Context: an optimization exercise on an open-source flow, tuned for small area and a short achievable clock period. The choices shown serve that exercise and are no tape-out recipe. The RTL was checked by simulation tests, not by an equivalence proof against the original design. Power is estimated from default activity; no workload was simulated.

## flow/design.v (module list and top-level ports; edited modules follow where they fit)
// module fa: 6 lines
// module rca_8bit: 16 lines
// module rca_16bit: 11 lines
// module rca_32bit: 10 lines
// module mul_16bit: 5 lines
// module dff_16bit: 13 lines
// module fir_filter: 3713 lines
// module p_aoi21: 5 lines
// module p_maj3: 5 lines
// module p_nand2: 5 lines
// module p_nor2: 5 lines
// module p_oai21: 5 lines
// module p_xnor2: 5 lines
// module p_xor2: 5 lines
// module ha: 6 lines
module fir_filter (
    input clk,
    input reset,
    input [15:0] xin,
    output [31:0] yout
);
  // ...
==> flow/flow/run.sh <==
#!/bin/bash
# The standard layout (standard.sh), unchanged except that the port
# buffers that global placement inserts are buf_2 cells instead of the
# weakest (delay) buffer: flow/port_buffers.tcl runs before global placement
# and only marks the delay buffers and buf_1/clkbuf_1 don't-use for that step.
set -euo pipefail
export PRE_GLOBAL_PLACE_TCL="$(pwd)/flow/port_buffers.tcl"
bash standard.sh > standard_flow.log 2>&1
==> flow/flow/port_buffers.tcl <==
# Sourced by ORFS global_place.tcl just before buffer_ports: buffer_ports takes
# the weakest buffer that is not don't-use, so hide the delay cells and the
# size-1 buffers for this step; it then inserts sky130_fd_sc_hd__buf_2.
set_dont_use [get_lib_cells {sky130_fd_sc_hd__clkdlybuf4s* sky130_fd_sc_hd__dlygate* sky130_fd_sc_hd__dlymetal* sky130_fd_sc_hd__clkbuf_1 sky130_fd_sc_hd__buf_1}]
==> flow/standard.sh <==
#!/bin/bash
# synth_recipe.tcl (not shown) runs the flow's synth.tcl, then flattens the netlist and writes it again
# the make line also repeats each setting of config.mk as NAME=value (left out here)
make -C /OpenROAD-flow-scripts/flow DESIGN_CONFIG=/design/flow/config.mk WORK_HOME=/design/flow/orfs CLKGATE_MAP_FILE= SYNTH_SCRIPT=/design/flow/synth_recipe.tcl "${@:-finish}"
==> flow/config.mk <==
export PLATFORM = sky130hd
export DESIGN_NAME = fir_filter
export DESIGN_NICKNAME = fir_filter
export VERILOG_FILES = /design/flow/design.v
export SDC_FILE = /design/flow/constraint.sdc
export NUM_CORES = 4
export LEC_CHECK = 0
export CAP_MARGIN = 20
export CORE_MARGIN = 2
export CORE_UTILIZATION = 60
export CTS_BUF_LIST = sky130_fd_sc_hd__clkbuf_16
export CTS_CLUSTER_DIAMETER = 60
export CTS_CLUSTER_SIZE = 28
export SLEW_MARGIN = 20
export SYNTH_HIERARCHICAL = 1
export SYNTH_MINIMUM_KEEP_SIZE = 0
==> flow/constraint.sdc <==
create_clock -name core_clock -period 65.0 [get_ports {clk}]
set_input_delay 13.0000 -clock core_clock [delete_from_list [all_inputs] [get_ports {clk}]]
set_output_delay 13.0000 -clock core_clock [all_outputs]
set_load 0.01 [all_outputs]
==> run summary, run 1 <==
status=finished clean; worst stage delay on the critical path=around 560 ps; wire length per cell=23.9 um; hold slack=between 300 and 400 ps; met3 WL=about 7200 um; Seq/total area=a little under two fifths; reg2reg setup slack=around 51000 ps; crit-path leading delay family=compound AO/OA/AOI/OAI gates; Seq cells=between 1k and 1.5k; fillcell total=5938; Starting Density=between 60% and 70%; Detailed Routing Iterations Pass 1=5; library cells used by synthesis=22; most frequent cell after synthesis=fa_1; hpwl dp=103000 um; Core Region=82100 um^2; clock buf count=71; Synth Area in XOR/XNOR=3.76%; diode count=1; max_slew headroom=between 10% and 20%; Total Power=~1.6 mW; max reg flops=31; Post-Synth Adder-Cell Area=between 40% and 50%; GR Util met2=50.1%; synth top area cells=fa_1 (40%), dfxtp_1 (39%), nor2_1 (4.4%); Syn Inst Count=between 3k and 4k; VDD IR-drop max=0.0280 mV; Setup crit end kind=flip-flop; vias in the first global route=about 31k; proportion of synthesized chip area in sequential cells=40.9%; largest family of logic cells by synthesized area=adder cells; Max power group=registers; placed cell area=just over 50000 um^2; busiest layer in global routing=met2; final setup vio count=0; DIE AREA=85200 um^2; Top Metal Used=met4; Layout area overhead=7.97%
==> run 2: changes to the inputs <==
--- a/flow/config.mk
+++ b/flow/config.mk
@@ -7,10 +7,10 @@
 export LEC_CHECK = 0
 export CAP_MARGIN = 20
 export CORE_MARGIN = 2
-export CORE_UTILIZATION = 60
-export CTS_BUF_LIST = sky130_fd_sc_hd__clkbuf_16
+export CORE_UTILIZATION = 80
+export CTS_BUF_LIST = sky130_fd_sc_hd__clkbuf_8
 export CTS_CLUSTER_DIAMETER = 60
-export CTS_CLUSTER_SIZE = 28
+export CTS_CLUSTER_SIZE = 16
 export SLEW_MARGIN = 20
 export SYNTH_HIERARCHICAL = 1
 export SYNTH_MINIMUM_KEEP_SIZE = 0
==> run summary, run 2 <==
synthesized net count=5024 (unchanged); asr flop ratio synth=3.37% (unchanged); Vert. Die Dim=253 um (was 292 um); Syn Std Cell Area=49700 um^2 (unchanged); warning count from the yosys run=7 (unchanged); EDFF count, synth=0 (unchanged); cts bufs inserted=78 (was 70); failing step=5_1_grt; synth top area cells=fa_1 (40%), dfxtp_1 (39%), nor2_1 (4.4%) (unchanged); Synth area leader=fa_1 (unchanged); CTS resizes=0 (unchanged); clock sink total=1008 (unchanged); status=did not finish (was finished clean); Post-Synth Adder-Cell Area=41.5% (unchanged); most frequent cell after synthesis=fa_1 (unchanged); hpwl dp=121000 um (was 103000 um); GP Congestion=1.01 (was 0.957); IO Pins=50 (unchanged); Avg Cell Area, Syn=12.6 um^2 (unchanged); Error=[ERROR GRT-0232] Routing congestion too high. Check the congestion heatmap in the GUI.; library cells used by synthesis=22 (unchanged); #FFs+latches synth=1008 (unchanged); Primary FF master, synth=dfxtp_1 (unchanged); Simple-Gate Fraction of Synth Area=8.99% (unchanged); Syn Inst Count=3960 (unchanged); Root Buffer=clkbuf_8 (was clkbuf_16); Synth Area in XOR/XNOR=3.76% (unchanged); CTS H-tree lvls=3 (unchanged); Starting Density=80.7% (was 60.5%); hold buffer count at cts=0 (unchanged); top-area cell type share of the netlist area=39.6% (unchanged); compound-cell area share of the yosys netlist=1.91% (unchanged); die width=253 um (was 292 um); synth cell count leaders=fa_1 (984), dfxtp_1 (974), nor2_1 (579) (unchanged); buffers added on ports=49 (unchanged); Post-CTS Setup Inserts=0 (unchanged); clock tree buffer depth=3 (unchanged); post-synthesis mux area share=0% (unchanged); largest net degree at the start of global routing=242; # rows=91 (was 105); largest family of logic cells by synthesized area=adder cells (unchanged); proportion of synthesized chip area in sequential cells=40.9% (unchanged)
run 2: power by group through the flow:
stage	clock network [mW]	registers (mW)	logic (mW)
after global placement	0	0.686	0.435
after CTS	0.340	0.676	0.492
after detailed placement	0	0.689	0.471
after floorplan	0	0.682	0.296
run 2: kinds of logic after synthesis:
group	count (synthesis)
AOI/OAI and AO/OA	145
and+or+nand+nor	1169
DFF	1008
adders and majority gates	1061
other	2
buffers and inverters	376
xor gates and xnor gates	199
run 2: per-stage QoR:
stage	setup slack, ps	hold WS (ps)	cell area [um^2]	instances
detailed placement	49970	355	50700	4755
CTS	50570	362	52100	4861
floorplan	50520	352	49700	3960
global placement	50000	353	50700	4755
run 2: worst max path at each step:
stage               slack [ps]    from  cells past startpoint      to
detailed placement       49970  xin[5]                     10  yr[30]
CTS                      50570  d10[0]                     36    rb24
global placement         50000  xin[5]                     10  yr[24]
floorplan                50520  xin[2]                      9  yr[30]
run 2: modules after synthesis (local to each module, per instance):
| module | times used | area, um^2 | cells |
|---|---|---|---|
| p_xnor2 | 35 | 8.76 | 1 |
| p_aoi21 | 59 | 8.76 | 1 |
| p_nand2 | 121 | 3.75 | 1 |
| p_oai21 | 86 | 5.00 | 1 |
| p_nor2 | 143 | 3.75 | 1 |
| ha | 36 | 12.5 | 1 |
| fir_filter | 1 | 26300 | 2386 |
| fa | 984 | 20.0 | 1 |
| p_maj3 | 15 | 11.3 | 1 |
| p_xor2 | 95 | 8.76 | 1 |
==> run 3: changes to the inputs <==
--- a/flow/config.mk
+++ b/flow/config.mk
@@ -7,7 +7,7 @@
 export LEC_CHECK = 0
 export CAP_MARGIN = 20
 export CORE_MARGIN = 2
-export CORE_UTILIZATION = 80
+export CORE_UTILIZATION = 70
 export CTS_BUF_LIST = sky130_fd_sc_hd__clkbuf_8
 export CTS_CLUSTER_DIAMETER = 60
 export CTS_CLUSTER_SIZE = 16
==> run summary, run 3 <==
status=finished clean (was did not finish); CTS tree=yes; Primary FF master, synth=dfxtp_1 (unchanged); most frequent cell after synthesis=fa_1 (unchanged); Final min period=about 14000 ps; Layout area overhead=5.21%; cts bufs inserted=80 (was 78); asr flop ratio synth=3.37% (unchanged); critical-path cell list=buf_2 > xor2_1 > xor2_1 > nor2_1 > nor2_1 > nand2_1 > o21ai_1 > inv_1 > o21ai_1 > xor2_1; Logic pwr share=30.7%; total track usage=a little over a third; first-pass GRT wire length=190000 um; Largest Register=yr; Worst Slack Setup Final=50650 ps; Avg Cell Area, Syn=12.6 um^2 (unchanged); library cells used by synthesis=22 (unchanged); Detailed Routing Iterations Pass 1=5; clock network fraction of design power=a little under a quarter; P_int=950 uW; CP startpoint kind=input port; DIE AREA=approximately 73000 um^2; IO Pins=50 (unchanged); Initial DRC Count=roughly 2.3k; WP data arrival=14980 ps; commonest non-fill, non-tap cell in the layout=fa_1; dpl ws=49920 ps (was 49970 ps); wire length per cell=approximately 25 um; die width=270 um (was 253 um); sequential share of power=between 40% and 50%; synth cell count leaders=fa_1 (984), dfxtp_1 (974), nor2_1 (579) (unchanged); worst stage delay on the critical path=~370 ps; buffers added on ports=49 (unchanged); Final #Nets=approximately 5.1k; Setup crit end kind=flip-flop; DRT antenna net count=0; Syn Inst Count=3960 (unchanged); # rows=97 (was 91); clock sink total=1008 (unchanged); most used cell, CP=xor2_1; clock slew at reported path FFs=roughly 90 ps; Syn Std Cell Area=49700 um^2 (unchanged); clock tree buffer depth=3 (unchanged); Starting Density=70.9% (was 80.7%); Pwr Density=28.0 nW/um^2; Max Clk Rate=~70 MHz; initial antenna violation count=3; Root Buffer=clkbuf_8 (unchanged); top-area cell type share of the netlist area=39.6% (unchanged); worst skew pair latency=750 ps; max reg flops=31; DR vias=27.9k; synth top area cells=fa_1 (40%), dfxtp_1 (39%), nor2_1 (4.4%) (unchanged); CTS H-tree lvls=3 (unchanged); Setup TNS Final=0 ps; Remaining DRCs=0; crit-path max FO=5; synthesized net count=5024 (unchanged); Fin. Hold Viols=0; VDD IR-drop max=around 0.025 mV; WL final=between 100000 and 150000 um; most frequent cells in the layout=fa_1 (984), dfxtp_1 (974), nor2_1 (579); CTS resizes=0 (unchanged); largest net degree at the start of global routing=between 200 and 250; worst path bufs/invs=2; hpwl dp=103000 um (was 121000 um); Core Region=about 70000 um^2; mean number of vias per cell=5.60; RSZ-0062 raised after global routing=no; hold buffer count at cts=0 (unchanged); critical path class=in -> reg; switching share of power=about a third; Critical Path RT=65630 ps; fillcell total=around 4.3k; Vert. Die Dim=270 um (was 253 um); Final period util=22.1%; max-cap viol count=0; final setup vio count=0; #FFs+latches synth=1008 (unchanged); layout cells sized above 1=6.65%; Slew @ Worst Pin=around 1100 ps; EDFF count, synth=0 (unchanged); max-slew violation count=0; Synth area leader=fa_1 (unchanged); Clock Skew=between 50 and 60 ps; max_slew headroom=between 20% and 30%; GP Congestion=0.984 (was 1.01); Lkg Pwr=roughly 22 nW; crit-path leading delay family=XOR/XNOR gates; vias in the first global route=between 30k and 40k; crit path max-delay cell type=o21ai_1; Post-CTS Setup Inserts=0 (unchanged); warning count from the yosys run=7 (unchanged); worst hold-check path type=reg -> reg; Sw Pwr=just over 500 uW; proportion of synthesized chip area in sequential cells=40.9% (unchanged); global route overflow=0
-- run 3: cell counts after synthesis --
No cell type changed its count.
-- run 3: final timing paths --
check	slack, ps	startpoint	depth (start not counted)	to
worst max register to register	51350	d21[0]	30	ra22
min in group asynchronous	12530	reset	3	yr[20]
max in group asynchronous	51840	reset	3	clr_n
worst min-delay path	370	d6[9]	1	d7[9]
worst max-delay path	50650	xin[6]	10	yr[24]
worst min register to register	370	d6[9]	1	d7[9]
-- run 3: kinds of logic after synthesis --
family	count (synthesis)	synth area share, %
xor+xnor	199	3.76
compound gates	145	1.91
fa+ha+maj	1061	41.5
flops	1008	40.9
buf+inv	376	2.85
other cells	2	0.0151
simple gates	1169	8.99
-- run 3: through the flow --
step	power (mW)	cells	area [um^2]	utilization [%]	hold slack [ps]
floorplan	0.978	3960	49700	-	352
global placement	1.13	4859	50800	72.5	353
detailed placement	1.14	4859	50800	72.5	355
CTS	1.48	4970	52300	74.5	375
global route	1.54	4971	52300	74.5	376
finish	1.47	4972	52300	74.5	371
-- run 3: area by class of cell --
cell class              instances  area [um^2]  share of cell area [%]
clock buffers                  82         1130                    2.16
inverters                     275         1030                    1.97
multi-input cells            2576        27900                    53.4
well taps                     940         1180                    2.25
flip-flops and latches       1008        20400                    38.9
diodes                          2         5.00                 0.00957
clock inverters                29          322                   0.615
repair buffers                 60          328                   0.627
-- run 3: power groups by stage --
stage / Sequential (mW) / Clock [mW] / Combinational (mW)
after floorplan: 0.682 / 0 / 0.296
after global placement: 0.686 / 0 / 0.441
after CTS: 0.671 / 0.351 / 0.453
after global routing: 0.674 / 0.373 / 0.493
final: 0.671 / 0.346 / 0.450
after detailed placement: 0.686 / 0 / 0.451
-- run 3: layer usage --
layer,GRT usage [%],share of wire (%),up-vias
met5,0,0,-
met3,8.33,7.1,352
met1,45.8,38,14600
met4,15.9,5.5,0
met2,58.7,49,1024
li1,-,-,11900
-- run 3: per-module statistics from Yosys, one instance, submodules excluded, excerpt --
| module | area (um^2) | cells | times used | flip-flops and latches |
|---|---|---|---|---|
| p_aoi21 | 8.76 | 1 | 59 | 0 |
| p_xor2 | 8.76 | 1 | 95 | 0 |
| p_nand2 | 3.75 | 1 | 121 | 0 |
| p_nor2 | 3.75 | 1 | 143 | 0 |
| fir_filter | 26300 | 2386 | 1 | 1008 |
| ha | 12.5 | 1 | 36 | 0 |
| p_xnor2 | 8.76 | 1 | 35 | 0 |
| fa | 20.0 | 1 | 984 | 0 |

[static timing again, ports no longer ideal]
In the flow no input, the clock included, has a driving cell. The finished layouts below were timed again as built, in two steps.
Step 1, drivers: a clkbuf_16 drives clk and a buf_2 each remaining input, both assumed.
Step 2 adds t to the input delays and takes it off the output delays; t is the mean of the earliest and latest rising clock arrival at the registers after step 1. Input paths then give back, and output paths get back, about the clock's delay inside the block.
a / b / c = ideal / step 1 / step 2; a / b = the first two.
| run | t (ns) | setup slack, ns | hold WS [ns] | worst setup path at the end | cell pins on the clock port's net |
|---|---|---|---|---|---|
| run 1 | 0.724 | 50.394 / 50.444 / 49.721 | 0.366 / 0.366 / 0.366 | input to register | 1 |
| run 3 | 0.786 | 50.654 / 50.603 / 49.886 | 0.371 / 0.371 / 0.371 | input to register | 1 |
After both steps every run listed still meets setup and hold. For run 3, which loses most, drivers alone change the setup slack by -0.051 ns; drivers and shift together by -0.768 ns.
